Background: an optimization exercise with open tools, aiming at small area. Do not read the settings as production practice.
Where RTL was checked, it was by simulation tests only, not by an equivalence proof against the original.
Power and IR drop assume default switching activity.

Setup of violet:
==> module money, before the edit <==
module money(reset,CLK, M0, M1, M2, M3, M4, M5, ti , wi, ci, B1, B2, B3, C1, C2, C3, C4, rr, out, To, Wo, Co, Bo, C, so, RRo);
input reset;
input CLK;
input M0;
input M1;
input M2;
input M3;
input M4;
input M5;
input ti;
input wi;
input ci;
input B1;
input B2;
input B3;
input C1;
input C2;
input C3;
input C4;
input rr;
output reg [7:0]out;
output To;
output Wo;
output Co;
output [2:0]Bo;
output [3:0]C;
output [9:0]so;
output reg [2:0]RRo;
reg [9:0] d;
reg [9:0] z;
reg s;
reg [1:0] n;
assign {C, Bo, Co, Wo, To} = d;
assign so = z & {10{s}};
wire card = M4 | M5;
wire coin = ~card & (M0 | M1 | M2 | M3);
wire ge5  = out >= 8'd5;
wire ge7  = out >= 8'd7;
wire ge10 = out >= 8'd10;
wire ge20 = out >= 8'd20;
wire ge25 = out >= 8'd25;
wire ge30 = out >= 8'd30;
wire ge50 = out >= 8'd50;
wire [9:0] req = {C4, C3, C2, C1, B3, B2, B1, ci, wi, ti};
wire [9:0] afford = card ? 10'h3ff : {ge50, ge25, ge10, ge30, ge25, ge20, ge10, ge7, ge20, ge5};
wire open = ~(n[1] & ~n[0]);
wire [9:0] elig = req & afford;
reg [9:0] first;
reg seen;
integer i;
always @* begin
	seen = 1'b0;
	for (i = 0; i < 10; i = i + 1) begin
		first[i] = elig[i] & ~seen;
		seen = seen | elig[i];
	end
end
wire scan = ~rr & ~coin & open;
wire hit_zero = |(first & z);
wire sell = scan & seen & ~hit_zero;
reg [7:0] price;
always @* begin
	price = 8'd0;
	if (first[0] & ~z[0]) price = price | 8'd5;
	if (first[1] & ~z[1]) price = price | 8'd20;
	if (first[2] & ~z[2]) price = price | 8'd7;
	if (first[3] & ~z[3]) price = price | 8'd10;
	if (first[4] & ~z[4]) price = price | 8'd20;
	if (first[5] & ~z[5]) price = price | 8'd25;
	if (first[6] & ~z[6]) price = price | 8'd30;
	if (first[7] & ~z[7]) price = price | 8'd10;
	if (first[8] & ~z[8]) price = price | 8'd25;
	if (first[9] & ~z[9]) price = price | 8'd50;
end
reg [7:0] k;
reg [2:0] rro_n;
always @* begin
	k = 8'hff;
	rro_n = RRo;
	if (rr) begin
		if (ge20)          begin k = ~8'd20; rro_n = 3'd2; end
		else if (ge10)     begin k = ~8'd10; rro_n = 3'd1; end
		else if (ge5)      begin k = ~8'd5;  rro_n = 3'd4; end
		else if (out >= 2) begin k = ~8'd2;  rro_n = 3'd3; end
		else if (out == 1) begin k = ~8'd1;  rro_n = 3'd5; end
		else               rro_n = 3'd0;
	end else if (coin) begin
		if (M0)      k = 8'd9;
		else if (M1) k = 8'd0;
		else if (M2) k = 8'd1;
		else         k = 8'd4;
	end else if (~card & open) begin
		k = ~price;
	end
end
always @(posedge CLK) begin
	if (reset) begin
		out <= 8'd0;
		RRo <= 3'd0;
		d <= 10'd0;
		z <= 10'd0;
		s <= 1'b0;
		n <= 2'd0;
	end else begin
		out <= out + k + 8'd1;
		RRo <= rro_n;
		if (sell) begin
			d <= d | first;
			z <= z | (first & d);
			n <= {n[0], ~n[1]};
		end
		if (scan & hit_zero) s <= 1'b1;
	end
end
endmodule
clock: 5.0 ns
lec_check: 0
cap_margin: 20
core_margin: 2
core_utilization: 40
gpl_timing_driven: 0
slew_margin: 20
standard.sh (not shown) runs the stock make flow with config.mk's settings and CLKGATE_MAP_FILE= SYNTH_SCRIPT=/design/flow/synth_recipe.tcl, a recipe that flattens the netlist after the stock synthesis.
==> flow/flow/run.sh <==
#!/bin/bash
# Own layout flow: the standard ORFS flow (standard.sh) with
#  - the combinational logic mapped by whichever ABC script in flow/abc/
#    gives the smallest cell area while its netlist meets the clock before
#    layout (flip-flops are mapped by Yosys exactly as in the standard
#    synthesis, so their names and cell types are unchanged),
#  - extra settings from flow/env.sh (port buffer cell, clock tree options,
#    area recovery),
#  - timing repair aiming at a negative setup margin first (see below).
# ORFS logs each tool under orfs/logs/; make's output of each synthesis try
# goes to try_<script>.log and of the layout to flow_make*.log; the choices
# are logged in choose.log.
set -euo pipefail
W=$PWD
rm -rf "$W/myscripts"
cp -r "$FLOW_HOME/scripts" "$W/myscripts"
python3 - "$W/myscripts/synth_preamble.tcl" <<'PY'
import sys
p = sys.argv[1]
s = open(p).read()
key = "# Create argument list for stat"
assert key in s
s = s.replace(key, "if { [info exists ::env(MY_ABC_SCRIPT)] } {\n  set abc_script $::env(MY_ABC_SCRIPT)\n}\n" + key, 1)
open(p, "w").write(s)
PY
export SCRIPTS_DIR="$W/myscripts"
if [[ -f "$W/flow/env.sh" ]]; then
  source "$W/flow/env.sh"
fi
RES="$W/orfs/results/$FLOW_PLATFORM/money/base"
REP="$W/orfs/reports/$FLOW_PLATFORM/money/base"
PLAT="$FLOW_HOME/platforms/$FLOW_PLATFORM"
LIB="$PLAT/lib/sky130_fd_sc_hd__tt_025C_1v80.lib"
: > "$W/choose.log"
for s in "$W"/flow/abc/*.script; do
  name=$(basename "$s" .script)
  rm -rf "$W/orfs"
  if ! MY_ABC_SCRIPT="$s" timeout 600 bash "$W/standard.sh" synth > "$W/try_$name.log" 2>&1; then
    echo "$name failed" >> "$W/choose.log"
    continue
  fi
  area=$(grep "Chip area" "$REP/synth_stat.txt" | awk '{print $NF}')
  cat > "$W/sta_$name.tcl" <<EOT
read_lef $PLAT/lef/sky130_fd_sc_hd.tlef
read_lef $PLAT/lef/sky130_fd_sc_hd_merged.lef
read_liberty $LIB
read_verilog $RES/1_2_yosys.v
link_design $FLOW_TOP
read_sdc $FLOW_SDC
set_driving_cell -lib_cell sky130_fd_sc_hd__buf_1 [delete_from_list [all_inputs] [get_ports CLK]]
report_worst_slack -max -digits 3
EOT
  slack=$(openroad -no_init -exit "$W/sta_$name.tcl" 2>&1 | tee "$W/sta_$name.log" | awk '/^worst slack max/ {print $4}' || true)
  echo "$name $area $slack" >> "$W/choose.log"
done
best=$(python3 - "$W/choose.log" <<'PY'
import sys
rows = []
for line in open(sys.argv[1]):
    f = line.split()
    if len(f) == 3:
        try:
            rows.append((f[0], float(f[1]), float(f[2])))
        except ValueError:
            pass
ok = [r for r in rows if r[2] >= 0.1]
if ok:
    print(min(ok, key=lambda r: (r[1], r[0]))[0])
else:
    print(max(rows, key=lambda r: (r[2], -r[1]))[0])
PY
)
echo "chosen $best" >> "$W/choose.log"
export MY_ABC_SCRIPT="$W/flow/abc/$best.script"
# Timing repair during the layout works from estimated parasitics that are
# pessimistic here, so it first aims below zero slack and only aims higher if
# ORFS's final report (extracted parasitics) shows too little slack left.
for m in -0.4 -0.2 0; do
  rm -rf "$W/orfs" "$W/out/final.def"
  bash "$W/standard.sh" SETUP_SLACK_MARGIN=$m finish > "$W/flow_make_$m.log" 2>&1
  fslack=$(awk '/^worst slack max/ {print $4}' "$REP/6_finish.rpt" | head -1 || true)
  echo "setup margin $m: final worst slack by ORFS: $fslack" >> "$W/choose.log"
  if python3 -c "import sys; sys.exit(0 if float('${fslack:-x}') >= 0.2 else 1)" 2>/dev/null; then
    break
  fi
done
Other scripts of this flow, unchanged in this note and not shown: flow/flow/abc/abc2.script, flow/flow/abc/abc6.script, flow/flow/abc/s3.script, flow/flow/abc/s7.script, flow/flow/abc/s9.script, flow/flow/abc/t2.script, flow/flow/abc/u1.script, flow/flow/abc/u2.script, flow/flow/abc/u5.script, flow/flow/abc/v1.script, flow/flow/abc/v2.script, flow/flow/abc/v7.script, flow/flow/env.sh
The following lists how willow was set up differently from violet:
diff --git a/flow/design.v b/flow/design.v
--- a/flow/design.v
+++ b/flow/design.v
@@ -56,45 +56,27 @@
 	end
 end
 wire scan = ~rr & ~coin & open;
 wire hit_zero = |(first & z);
 wire sell = scan & seen & ~hit_zero;
-reg [7:0] price;
-always @* begin
-	price = 8'd0;
-	if (first[0] & ~z[0]) price = price | 8'd5;
-	if (first[1] & ~z[1]) price = price | 8'd20;
-	if (first[2] & ~z[2]) price = price | 8'd7;
-	if (first[3] & ~z[3]) price = price | 8'd10;
-	if (first[4] & ~z[4]) price = price | 8'd20;
-	if (first[5] & ~z[5]) price = price | 8'd25;
-	if (first[6] & ~z[6]) price = price | 8'd30;
-	if (first[7] & ~z[7]) price = price | 8'd10;
-	if (first[8] & ~z[8]) price = price | 8'd25;
-	if (first[9] & ~z[9]) price = price | 8'd50;
-end
-reg [7:0] k;
-reg [2:0] rro_n;
-always @* begin
-	k = 8'hff;
-	rro_n = RRo;
-	if (rr) begin
-		if (ge20)          begin k = ~8'd20; rro_n = 3'd2; end
-		else if (ge10)     begin k = ~8'd10; rro_n = 3'd1; end
-		else if (ge5)      begin k = ~8'd5;  rro_n = 3'd4; end
-		else if (out >= 2) begin k = ~8'd2;  rro_n = 3'd3; end
-		else if (out == 1) begin k = ~8'd1;  rro_n = 3'd5; end
-		else               rro_n = 3'd0;
-	end else if (coin) begin
-		if (M0)      k = 8'd9;
-		else if (M1) k = 8'd0;
-		else if (M2) k = 8'd1;
-		else         k = 8'd4;
-	end else if (~card & open) begin
-		k = ~price;
-	end
-end
+wire [9:0] g = first & ~z & {10{~rr & ~coin & ~card & open}};
+wire r20 = rr & ge20;
+wire r10 = rr & ~ge20 & ge10;
+wire r5  = rr & ~ge10 & ge5;
+wire r2  = rr & ~ge5 & (out >= 8'd2);
+wire r1  = rr & (out == 8'd1);
+wire c10 = ~rr & coin & M0;
+wire c1  = ~rr & coin & ~M0 & M1;
+wire c2  = ~rr & coin & ~M0 & ~M1 & M2;
+wire c5  = ~rr & coin & ~M0 & ~M1 & ~M2;
+wire [7:0] sub_v = ({8{g[0] | r5}} & 8'd5) | ({8{g[1] | g[4] | r20}} & 8'd20) |
+                   ({8{g[2]}} & 8'd7) | ({8{g[3] | g[7] | r10}} & 8'd10) |
+                   ({8{g[5] | g[8]}} & 8'd25) | ({8{g[6]}} & 8'd30) |
+                   ({8{g[9]}} & 8'd50) | ({8{r2}} & 8'd2) | ({8{r1}} & 8'd1);
+wire [7:0] add_clr = ({8{c10}} & ~8'd9) | ({8{c1}} & ~8'd0) | ({8{c2}} & ~8'd1) | ({8{c5}} & ~8'd4);
+wire [7:0] k = ~(sub_v | add_clr);
+wire [2:0] rro_n = rr ? {r5 | r1, r20 | r2, r10 | r2 | r1} : RRo;
 always @(posedge CLK) begin
 	if (reset) begin
 		out <= 8'd0;
 		RRo <= 3'd0;
 		d <= 10'd0;
Findings:
- out[7] as the termination of the worst setup path was reported by violet, and out[6] by willow.
- From violet to willow the numbers moved as follows: register share of total power shows an increase of 1.3 points; number of cells in the design after placement fell by 12; global-route usage shrank by 0.40 points; number of signal-net buffers in the layout now smaller; cell count decreased 17.
- willow | status: complete | timing, DRC, antenna: pass
- Sort violet and willow by total stage count of the critical path, descending, and violet comes first.
- Maximum ir drop on the vdd rail: willow worse than violet
- Summary of willow over violet: share of cells above drive strength 1 down 6.7 points, portion of total power attributed to the clock network up 0.4 points, combinational logic power down about 9%, worst setup slack up 0.0036 ns.
The RTL of violet was laid out without a check of its function.

[re-timing with driven ports]
How much do the figures lean on ideal ports? The routed layouts below were timed once more, with nothing changed but the port constraints.
Step 1 assumes that a clkbuf_16 drives the clock port and a buf_2 every other input.
Step 2 adds t to the input delays and takes it off the output delays; t is the mean of the earliest and latest rising clock arrival at the registers after step 1. Input paths then give back, and output paths get back, about the clock's delay inside the block.
a / b / c = ideal / step 1 / step 2; a / b = the first two.
run | shift t [ns] | setup slack, ns | worst register clock-pin slew, ns
violet | 0.356 | 0.258 / 0.264 / -0.092 | 0.11 / 0.11
willow | 0.354 | 0.261 / 0.262 / -0.091 | 0.11 / 0.11
Met with ideal ports but missed after step 2: setup timing in violet and willow. The setup slack of willow, which loses most, moves by +0.001 ns with the drivers and by -0.352 ns with both steps.
